Background: an optimization exercise with open tools, aiming at a short achievable clock period and few clock cycles. Do not read the settings as production practice. RTL that was checked went through simulation tests only; none was proved equivalent to the original.

==> flow/design.v (excerpt) <==
module overture (
    input  wire       clk_i,
    input  wire       reset_i,
    input  wire [7:0] memory_data_i,
    output wire [7:0] memory_address_o,
    output wire [7:0] io_address_o,
    input  wire [7:0] io_data_read_i,
    output wire [7:0] io_data_write_o,
    output wire       io_data_write_enable_o,
    output wire       io_data_read_enable_o,
    output wire       cpu_halted_o
);
    reg [7:0] pc;
    reg [7:0] r0, r1, r2, r3, r4, r5, r6;
    reg       halted;
    reg [6:0] e_wen;       
    reg       e_alu;       
    reg       e_io;        
    reg [7:0] e_val;       
    reg       e_ldi;       
    reg [5:0] e_imm;
    reg       e_add;       
    reg       e_sub;
    reg       e_shl;
    reg       e_shr;
    reg       e_log;
    reg [2:0] e_op;
    reg [7:0] op_a;        
    reg [7:0] op_b;        
    reg [2:0] sh_n;        
    reg       re_q;
    reg       we_q;
    reg       bf_phase;    
    reg [7:0] io_addr_q;   
    reg [7:0] io_wdata_q;  
    reg [7:0] log_out;
    always @(*) begin
        case (e_op[2:0])
            3'b000:  log_out = op_a | op_b;
            3'b001:  log_out = ~(op_a & op_b);
            3'b010:  log_out = ~(op_a | op_b);
            3'b011:  log_out = op_a & op_b;
            default: log_out = op_a ^ op_b;
        endcase
    end
    wire [7:0] sum     = op_a + (op_b ^ {8{e_sub}}) + {7'd0, e_sub};
    wire [7:0] shl_out = op_a << sh_n;
    wire [7:0] shr_out = op_a >> sh_n;
    wire [7:0] alu_out = ({8{e_add | e_sub}} & sum) |
                         ({8{e_shl}} & shl_out) |
                         ({8{e_shr}} & shr_out) |
                         ({8{e_log}} & log_out);
    wire [7:0] e_fval = e_ldi ? {2'b00, e_imm} : e_val;
    wire [7:0] e_wval = e_io ? io_data_read_i : e_fval;
    wire [7:0] n0 = e_wen[0] ? e_wval : r0;
    wire [7:0] n1 = e_wen[1] ? e_wval : r1;
  ...
==> module overture, before the edit <==
module overture (
    input  wire       clk_i,
    input  wire       reset_i,
    input  wire [7:0] memory_data_i,
    output wire [7:0] memory_address_o,
    output wire [7:0] io_address_o,
    input  wire [7:0] io_data_read_i,
    output wire [7:0] io_data_write_o,
    output wire       io_data_write_enable_o,
    output wire       io_data_read_enable_o,
    output wire       cpu_halted_o
);
    reg [7:0] pc;
    reg [7:0] r0, r1, r2, r3, r4, r5, r6;
    reg       halted;
    reg [6:0] e_wen;       
    reg       e_alu;       
    reg       e_io;        
    reg [7:0] e_val;       
    reg       e_ldi;       
    reg [5:0] e_imm;
    reg       e_add;       
    reg       e_sub;
    reg       e_shl;
    reg       e_shr;
    reg       e_log;
    reg [2:0] e_op;
    reg [7:0] op_a;        
    reg [7:0] op_b;        
    reg [2:0] sh_n;        
    reg       re_q;
    reg       we_q;
    reg       bf_phase;    
    reg [7:0] io_addr_q;   
    reg [7:0] io_wdata_q;  
    reg [7:0] log_out;
    always @(*) begin
        case (e_op[2:0])
            3'b000:  log_out = op_a | op_b;
            3'b001:  log_out = ~(op_a & op_b);
            3'b010:  log_out = ~(op_a | op_b);
            3'b011:  log_out = op_a & op_b;
            default: log_out = op_a ^ op_b;
        endcase
    end
    wire [7:0] sum     = op_a + (op_b ^ {8{e_sub}}) + {7'd0, e_sub};
    wire [7:0] shl_out = op_a << sh_n;
    wire [7:0] shr_out = op_a >> sh_n;
    wire [7:0] alu_out = ({8{e_add | e_sub}} & sum) |
                         ({8{e_shl}} & shl_out) |
                         ({8{e_shr}} & shr_out) |
                         ({8{e_log}} & log_out);
    wire [7:0] e_fval = e_ldi ? {2'b00, e_imm} : e_val;
    wire [7:0] e_wval = e_io ? io_data_read_i : e_fval;
    wire [7:0] n0 = e_wen[0] ? e_wval : r0;
    wire [7:0] n1 = e_wen[1] ? e_wval : r1;
    wire [7:0] n2 = e_wen[2] ? e_wval : r2;
    wire [7:0] n3 = e_alu ? alu_out : e_wen[3] ? e_wval : r3;
    wire [7:0] n4 = e_wen[4] ? e_wval : r4;
    wire [7:0] n5 = e_wen[5] ? e_wval : r5;
    wire [7:0] n6 = e_wen[6] ? e_wval : r6;
    wire [7:0] m0 = e_wen[0] ? e_fval : r0;
    wire [7:0] m1 = e_wen[1] ? e_fval : r1;
    wire [7:0] m2 = e_wen[2] ? e_fval : r2;
    wire [7:0] m3 = e_wen[3] ? e_fval : r3;
    wire [7:0] m4 = e_wen[4] ? e_fval : r4;
    wire [7:0] m5 = e_wen[5] ? e_fval : r5;
    wire [7:0] m6 = e_wen[6] ? e_fval : r6;
    wire [7:0] ins    = memory_data_i;
    wire [1:0] ty     = ins[7:6];
    wire [2:0] src    = ins[5:3];
    wire [2:0] dst    = ins[2:0];
    wire       bad    = (ty[0] == 1'b1) && (src != 3'b000);
    wire       is_ldi = (ty == 2'b00);
    wire       is_alu = (ty == 2'b01);             
    wire       is_cp  = (ty == 2'b10);
    wire       is_jmp = (ty == 2'b11);             
    wire       is_rd  = is_cp && (src == 3'b111);
    wire       is_wr  = is_cp && (dst == 3'b111);
    wire       is_bf  = is_rd && is_wr;
    wire       zero = (m3 == 8'd0);
    wire       neg  = m3[7];
    reg        cond;
    always @(*) begin
        case (dst)
            3'b000:  cond = 1'b0;
            3'b001:  cond = zero;
            3'b010:  cond = neg;
            3'b011:  cond = neg | zero;
            3'b100:  cond = 1'b1;
            3'b101:  cond = ~zero;
            3'b110:  cond = ~neg;
            default: cond = ~neg & ~zero;
        endcase
    end
    wire e_r3_late = e_alu | (e_io & e_wen[3]);
    wire jstall  = is_jmp && e_r3_late && (dst[1:0] != 2'b00);
    wire bf_rd   = is_bf && !bf_phase;
    wire issue   = !halted && !bad && !jstall;
    wire hold    = halted || bad || jstall || bf_rd;
    wire [2:0] sel = src;
    reg  [7:0] src_m;
    reg        src_e;    
    always @(*) begin
        case (sel)
            3'd0:    begin src_m = m0; src_e = e_wen[0]; end
            3'd1:    begin src_m = m1; src_e = e_wen[1]; end
            3'd2:    begin src_m = m2; src_e = e_wen[2]; end
            3'd3:    begin src_m = m3; src_e = e_wen[3]; end
            3'd4:    begin src_m = m4; src_e = e_wen[4]; end
            3'd5:    begin src_m = m5; src_e = e_wen[5]; end
            3'd6:    begin src_m = m6; src_e = e_wen[6]; end
            default: begin src_m = m0; src_e = 1'b1;     end  
        endcase
    end
    wire fwd_io  = e_io && src_e;
    wire fwd_alu = e_alu && (sel == 3'd3);
    wire [7:0] src_val = fwd_io ? io_data_read_i : fwd_alu ? alu_out : src_m;
    reg [6:0] wen;
    always @(*) begin
        wen = 7'd0;
        if (is_ldi) wen[0] = 1'b1;
        if (is_alu) wen[3] = 1'b1;
        if (is_cp && dst != 3'b111) wen[dst] = 1'b1;
    end
    wire [3:0] amt = n2[3:0];
    wire [2:0] amt_neg = 3'd0 - amt[2:0];
    always @(posedge clk_i) begin
        if (reset_i) begin
            pc        <= 8'd0;
            halted    <= 1'b0;
            r0 <= 8'd0; r1 <= 8'd0; r2 <= 8'd0; r3 <= 8'd0;
            r4 <= 8'd0; r5 <= 8'd0; r6 <= 8'd0;
            e_wen     <= 7'd0;
            e_alu     <= 1'b0;
            e_io      <= 1'b0;
            re_q      <= 1'b0;
            we_q      <= 1'b0;
            bf_phase  <= 1'b0;
        end else begin
            r0 <= n0; r1 <= n1; r2 <= n2; r3 <= n3;
            r4 <= n4; r5 <= n5; r6 <= n6;
            if (bad)
                halted <= 1'b1;
            if (!hold)
                pc <= (is_jmp && cond) ? n0 : pc + 8'd1;
            e_wen     <= issue ? wen : 7'd0;
            e_alu     <= issue && is_alu;
            e_io      <= issue && is_rd;
            re_q      <= issue && is_rd && !(is_bf && bf_phase);
            we_q      <= issue && is_wr && !bf_rd;
            bf_phase  <= issue && bf_rd;
        end
        e_val     <= src_val;
        e_ldi     <= is_ldi;
        e_imm     <= ins[5:0];
        e_op      <= dst;
        e_add     <= dst == 3'b100;
        e_sub     <= dst == 3'b101;
        e_shl     <= dst == 3'b111 && !amt[3];
        e_shr     <= dst == 3'b111 && amt[3];
        e_log     <= dst[2] == 1'b0 || dst == 3'b110;
        sh_n      <= amt[3] ? amt_neg : amt[2:0];
        op_a      <= n1;
        op_b      <= n2;
        io_addr_q <= n6;
        io_wdata_q <= src_val;
    end
    assign memory_address_o       = pc;
    assign io_address_o           = io_addr_q;
    assign io_data_write_o        = io_wdata_q;
    assign io_data_write_enable_o = we_q;
    assign io_data_read_enable_o  = re_q;
    assign cpu_halted_o           = halted;
endmodule
Settings: LEC_CHECK=0, ABC_CLOCK_PERIOD_IN_PS=2000, CAP_MARGIN=20, CORE_MARGIN=2, CORE_UTILIZATION=40, SETUP_SLACK_MARGIN=5, SLEW_MARGIN=20; clock period 7.2 ns.
run.sh (not shown) runs the stock make flow with config.mk's settings and CLKGATE_MAP_FILE= SYNTH_SCRIPT=/design/flow/synth_recipe.tcl, a recipe that flattens the netlist after the stock synthesis.
Testbench counts at the start, summed over its fixed seeds: cycles 58,708.
Rerun with:
--- a/flow/design.v
+++ b/flow/design.v
@@ -13,6 +13,8 @@
     reg [7:0] pc;
     reg [7:0] r0, r1, r2, r3, r4, r5, r6;
     reg       halted;
+    reg [7:0] ir;          
+    reg       ir_v;
     reg [6:0] e_wen;       
     reg       e_alu;       
     reg       e_io;        
@@ -66,11 +68,11 @@
     wire [7:0] m4 = e_wen[4] ? e_fval : r4;
     wire [7:0] m5 = e_wen[5] ? e_fval : r5;
     wire [7:0] m6 = e_wen[6] ? e_fval : r6;
-    wire [7:0] ins    = memory_data_i;
+    wire [7:0] ins    = ir;
     wire [1:0] ty     = ins[7:6];
     wire [2:0] src    = ins[5:3];
     wire [2:0] dst    = ins[2:0];
-    wire       bad    = (ty[0] == 1'b1) && (src != 3'b000);
+    wire       bad    = ir_v && (ty[0] == 1'b1) && (src != 3'b000);
     wire       is_ldi = (ty == 2'b00);
     wire       is_alu = (ty == 2'b01);             
     wire       is_cp  = (ty == 2'b10);
@@ -96,8 +98,8 @@
     wire e_r3_late = e_alu | (e_io & e_wen[3]);
     wire jstall  = is_jmp && e_r3_late && (dst[1:0] != 2'b00);
     wire bf_rd   = is_bf && !bf_phase;
-    wire issue   = !halted && !bad && !jstall;
-    wire hold    = halted || bad || jstall || bf_rd;
+    wire issue   = ir_v && !halted && !bad && !jstall;
+    wire hold    = halted || bad || (ir_v && (jstall || bf_rd));
     wire [2:0] sel = src;
     reg  [7:0] src_m;
     reg        src_e;    
@@ -129,6 +131,7 @@
         if (reset_i) begin
             pc        <= 8'd0;
             halted    <= 1'b0;
+            ir_v      <= 1'b0;
             r0 <= 8'd0; r1 <= 8'd0; r2 <= 8'd0; r3 <= 8'd0;
             r4 <= 8'd0; r5 <= 8'd0; r6 <= 8'd0;
             e_wen     <= 7'd0;
@@ -142,8 +145,16 @@
             r4 <= n4; r5 <= n5; r6 <= n6;
             if (bad)
                 halted <= 1'b1;
-            if (!hold)
-                pc <= (is_jmp && cond) ? n0 : pc + 8'd1;
+            if (!hold) begin
+                if (ir_v && is_jmp && cond) begin
+                    pc   <= n0;
+                    ir_v <= 1'b0;      
+                end else begin
+                    pc   <= pc + 8'd1;
+                    ir   <= memory_data_i;
+                    ir_v <= 1'b1;
+                end
+            end
             e_wen     <= issue ? wen : 7'd0;
             e_alu     <= issue && is_alu;
             e_io      <= issue && is_rd;
Result: Worst setup slack is better by 0.55 ns; cell area decreases by 3.8%; non-clock buffer count decreases by 25; via count decreases by 6.1%; wire length decreases by 13%; clock skew increases by 0.0092 ns.
Testbench counts after the change, summed over its fixed seeds: cycles 60,843.

---

The RTL this note starts from:
==> flow/design.v <==
module overture (
    input  wire       clk_i,
    input  wire       reset_i,
    input  wire [7:0] memory_data_i,
    output wire [7:0] memory_address_o,
    output wire [7:0] io_address_o,
    input  wire [7:0] io_data_read_i,
    output wire [7:0] io_data_write_o,
    output wire       io_data_write_enable_o,
    output wire       io_data_read_enable_o,
    output wire       cpu_halted_o
);
    reg [7:0] pc;
    reg [7:0] r0, r1, r2, r3, r4, r5, r6;
    reg       halted;
    reg [7:0] ir;          
    reg       ir_v;
    reg       ir_pred;     
    reg [7:0] ir_pc1;      
    reg [7:0] ir_srch;     
    reg [6:0] e_wen;       
    reg       e_alu;       
    reg       e_io;        
    reg [7:0] e_val;       
    reg       e_valz;      
    reg       e_valz_ok;   
    reg       e_ldi;       
    reg [5:0] e_imm;
    reg       e_add;       
    reg       e_sub;
    reg       e_shl;
    reg       e_shr;
    reg       e_log;
    reg [7:0] op_a;        
    reg [7:0] op_bx;       
    reg [7:0] log_q;       
    reg [2:0] sh_n;        
    reg       re_q;
    reg       we_q;
    reg       bf_phase;    
    reg [7:0] io_addr_q;   
    reg [7:0] io_wdata_q;  
    wire [7:0] sum     = op_a + op_bx + {7'd0, e_sub};
    wire [7:0] shl_out = op_a << sh_n;
    wire [7:0] shr_out = op_a >> sh_n;
    wire [7:0] alu_out = ({8{e_add | e_sub}} & sum) |
                         ({8{e_shl}} & shl_out) |
                         ({8{e_shr}} & shr_out) |
                         ({8{e_log}} & log_q);
    wire [7:0] e_fval = e_ldi ? {2'b00, e_imm} : e_val;
    wire [7:0] e_wval = e_io ? io_data_read_i : e_fval;
    wire [7:0] n0 = e_wen[0] ? e_wval : r0;
    wire [7:0] n1 = e_wen[1] ? e_wval : r1;
    wire [7:0] n2 = e_wen[2] ? e_wval : r2;
    wire [7:0] n3 = e_alu ? alu_out : e_wen[3] ? e_wval : r3;
    wire [7:0] n4 = e_wen[4] ? e_wval : r4;
    wire [7:0] n5 = e_wen[5] ? e_wval : r5;
    wire [7:0] n6 = e_wen[6] ? e_wval : r6;
    wire [7:0] m0 = e_wen[0] ? e_fval : r0;
    wire [7:0] m1 = e_wen[1] ? e_fval : r1;
    wire [7:0] m2 = e_wen[2] ? e_fval : r2;
    wire [7:0] m3 = e_wen[3] ? e_fval : r3;
    wire [7:0] m4 = e_wen[4] ? e_fval : r4;
    wire [7:0] m5 = e_wen[5] ? e_fval : r5;
    wire [7:0] m6 = e_wen[6] ? e_fval : r6;
    wire [7:0] ins    = ir;
    wire [1:0] ty     = ins[7:6];
    wire [2:0] src    = ins[5:3];
    wire [2:0] dst    = ins[2:0];
    wire       bad    = ir_v && (ty[0] == 1'b1) && (src != 3'b000);
    wire       is_ldi = (ty == 2'b00);
    wire       is_alu = (ty == 2'b01);             
    wire       is_cp  = (ty == 2'b10);
    wire       is_jmp = (ty == 2'b11);             
    wire       is_rd  = is_cp && (src == 3'b111);
    wire       is_wr  = is_cp && (dst == 3'b111);
    wire       is_bf  = is_rd && is_wr;
    wire       zero = e_wen[3] ? (e_ldi ? (e_imm == 6'd0) : e_valz) : (r3 == 8'd0);
    wire       neg  = m3[7];
    reg        cond;
    always @(*) begin
        case (dst)
            3'b000:  cond = 1'b0;
            3'b001:  cond = zero;
            3'b010:  cond = neg;
            3'b011:  cond = neg | zero;
            3'b100:  cond = 1'b1;
            3'b101:  cond = ~zero;
            3'b110:  cond = ~neg;
            default: cond = ~neg & ~zero;
        endcase
    end
    wire e_r3_late = e_alu | (e_wen[3] & (e_io | (!e_ldi & !e_valz_ok)));
    wire jstall  = is_jmp && e_r3_late && (dst[1:0] != 2'b00);
    wire bf_rd   = is_bf && !bf_phase;
    wire issue   = ir_v && !halted && !bad && !jstall;
    wire pred     = memory_data_i[7:2] == 6'b110001 && !(ir_v && is_cp && dst == 3'd0);
    wire [7:0] pred_tgt = (ir_v && is_ldi) ? {2'b00, ir[5:0]} : n0;
    wire mispredict = ir_v && is_jmp && (cond != ir_pred);
    wire hold    = halted || bad || (ir_v && (jstall || bf_rd));
    wire [7:0] src_m = ({8{ir_srch[0]}} & m0) | ({8{ir_srch[1]}} & m1) |
                       ({8{ir_srch[2]}} & m2) | ({8{ir_srch[3]}} & m3) |
                       ({8{ir_srch[4]}} & m4) | ({8{ir_srch[5]}} & m5) |
                       ({8{ir_srch[6]}} & m6);
    wire       src_e = |(ir_srch & {1'b1, e_wen});   
    wire fwd_io  = e_io && src_e;
    wire fwd_alu = e_alu && ir_srch[3];
    wire [7:0] src_val = fwd_io ? io_data_read_i : fwd_alu ? alu_out : src_m;
    reg [6:0] wen;
    always @(*) begin
        wen = 7'd0;
        if (is_ldi) wen[0] = 1'b1;
        if (is_alu) wen[3] = 1'b1;
        if (is_cp && dst != 3'b111) wen[dst] = 1'b1;
    end
    wire [3:0] amt = n2[3:0];
    wire [2:0] amt_neg = 3'd0 - amt[2:0];
    always @(posedge clk_i) begin
        if (reset_i) begin
            pc        <= 8'd0;
            halted    <= 1'b0;
            ir_v      <= 1'b0;
            r0 <= 8'd0; r1 <= 8'd0; r2 <= 8'd0; r3 <= 8'd0;
            r4 <= 8'd0; r5 <= 8'd0; r6 <= 8'd0;
            e_wen     <= 7'd0;
            e_alu     <= 1'b0;
            e_io      <= 1'b0;
            re_q      <= 1'b0;
            we_q      <= 1'b0;
            bf_phase  <= 1'b0;
        end else begin
            r0 <= n0; r1 <= n1; r2 <= n2; r3 <= n3;
            r4 <= n4; r5 <= n5; r6 <= n6;
            if (bad)
                halted <= 1'b1;
            if (!hold) begin
                if (mispredict) begin
                    pc   <= cond ? n0 : ir_pc1;
                    ir_v <= 1'b0;      
                end else begin
                    pc      <= pred ? pred_tgt : pc + 8'd1;
                    ir      <= memory_data_i;
                    ir_srch <= 8'd1 << memory_data_i[5:3];
                    ir_v    <= 1'b1;
                    ir_pred <= pred;
                    ir_pc1  <= pc + 8'd1;
                end
            end
            e_wen     <= issue ? wen : 7'd0;
            e_alu     <= issue && is_alu;
            e_io      <= issue && is_rd;
            re_q      <= issue && is_rd && !(is_bf && bf_phase);
            we_q      <= issue && is_wr && !bf_rd;
            bf_phase  <= issue && bf_rd;
        end
        e_val     <= src_val;
        e_valz    <= fwd_io ? (io_data_read_i == 8'd0) : (src_m == 8'd0);
        e_valz_ok <= !fwd_alu;
        e_ldi     <= is_ldi;
        e_imm     <= ins[5:0];
        e_add     <= dst == 3'b100;
        e_sub     <= dst == 3'b101;
        e_shl     <= dst == 3'b111 && !amt[3];
        e_shr     <= dst == 3'b111 && amt[3];
        e_log     <= dst[2] == 1'b0 || dst == 3'b110;
        sh_n      <= amt[3] ? amt_neg : amt[2:0];
        op_a      <= n1;
        op_bx     <= n2 ^ {8{dst == 3'b101}};
        case (dst)
            3'b000:  log_q <= n1 | n2;
            3'b001:  log_q <= ~(n1 & n2);
            3'b010:  log_q <= ~(n1 | n2);
            3'b011:  log_q <= n1 & n2;
            default: log_q <= n1 ^ n2;
        endcase
        io_addr_q <= n6;
        io_wdata_q <= src_val;
    end
    assign memory_address_o       = pc;
    assign io_address_o           = io_addr_q;
    assign io_data_write_o        = io_wdata_q;
    assign io_data_write_enable_o = we_q;
    assign io_data_read_enable_o  = re_q;
    assign cpu_halted_o           = halted;
endmodule
clock: 7.2 ns
lec_check: 0
abc_clock_period_in_ps: 2000
cap_margin: 20
core_margin: 2
core_utilization: 40
setup_slack_margin: 5
slew_margin: 20
The baseline finished clean.
Change:
--- a/flow/design.v
+++ b/flow/design.v
@@ -17,7 +17,6 @@
     reg       ir_v;
     reg       ir_pred;     
     reg [7:0] ir_pc1;      
-    reg [7:0] ir_srch;     
     reg [6:0] e_wen;       
     reg       e_alu;       
     reg       e_io;        
@@ -98,13 +97,23 @@
     wire [7:0] pred_tgt = (ir_v && is_ldi) ? {2'b00, ir[5:0]} : n0;
     wire mispredict = ir_v && is_jmp && (cond != ir_pred);
     wire hold    = halted || bad || (ir_v && (jstall || bf_rd));
-    wire [7:0] src_m = ({8{ir_srch[0]}} & m0) | ({8{ir_srch[1]}} & m1) |
-                       ({8{ir_srch[2]}} & m2) | ({8{ir_srch[3]}} & m3) |
-                       ({8{ir_srch[4]}} & m4) | ({8{ir_srch[5]}} & m5) |
-                       ({8{ir_srch[6]}} & m6);
-    wire       src_e = |(ir_srch & {1'b1, e_wen});   
+    wire [2:0] sel = src;
+    reg  [7:0] src_m;
+    reg        src_e;    
+    always @(*) begin
+        case (sel)
+            3'd0:    begin src_m = m0; src_e = e_wen[0]; end
+            3'd1:    begin src_m = m1; src_e = e_wen[1]; end
+            3'd2:    begin src_m = m2; src_e = e_wen[2]; end
+            3'd3:    begin src_m = m3; src_e = e_wen[3]; end
+            3'd4:    begin src_m = m4; src_e = e_wen[4]; end
+            3'd5:    begin src_m = m5; src_e = e_wen[5]; end
+            3'd6:    begin src_m = m6; src_e = e_wen[6]; end
+            default: begin src_m = m0; src_e = 1'b1;     end  
+        endcase
+    end
     wire fwd_io  = e_io && src_e;
-    wire fwd_alu = e_alu && ir_srch[3];
+    wire fwd_alu = e_alu && (sel == 3'd3);
     wire [7:0] src_val = fwd_io ? io_data_read_i : fwd_alu ? alu_out : src_m;
     reg [6:0] wen;
     always @(*) begin
@@ -140,7 +149,6 @@
                 end else begin
                     pc      <= pred ? pred_tgt : pc + 8'd1;
                     ir      <= memory_data_i;
-                    ir_srch <= 8'd1 << memory_data_i[5:3];
                     ir_v    <= 1'b1;
                     ir_pred <= pred;
                     ir_pc1  <= pc + 8'd1;
Register-to-register slack degrades by 260 ps.
Sequential share of layout area came out lower by 2.8 points.
Routed wire length increases by 3.1%.
Setup slack loses 290 ps.
Core utilization goes up by 0.94 points.
Clock skew falls by 8.6 ps.
Count of clock-buffer cells in the layout is higher by 4.
Cell area goes up by 2.0%.
First-iteration DRC count rose by 8.1%.
Synthesized area increases by 0.96%.
Function was not checked in any run of this note: the RTL went through the layout flow alone.

[port drivers added, routing unchanged]
No port has a modelled driver above. Below, the same layouts with a new extraction and two added sets of constraints.
Step 1, drivers: a clkbuf_16 drives clk_i and a buf_2 each remaining input, both assumed.
Step 2 adds t to the input delays and takes it off the output delays; t is the mean of the earliest and latest rising clock arrival at the registers after step 1. Input paths then give back, and output paths get back, about the clock's delay inside the block.
a / b / c = ideal / step 1 / step 2; a / b = the first two.
run | shift t [ns] | setup slack, ns | pins driven straight from the clock port
the first run of note 1 | 0.464 | 4.137 / 4.117 / 3.653 | 1
the second run of note 1 | 0.462 | 4.688 / 4.688 / 4.453 | 1
the first run of note 2 | 0.480 | 4.553 / 4.553 / 4.167 | 1
the second run of note 2 | 0.476 | 4.263 / 4.282 / 3.806 | 1
After both steps setup and hold are still met in every run listed. The setup slack of the first run of note 1, which loses most, moves by -0.020 ns with the drivers and by -0.484 ns with both steps.
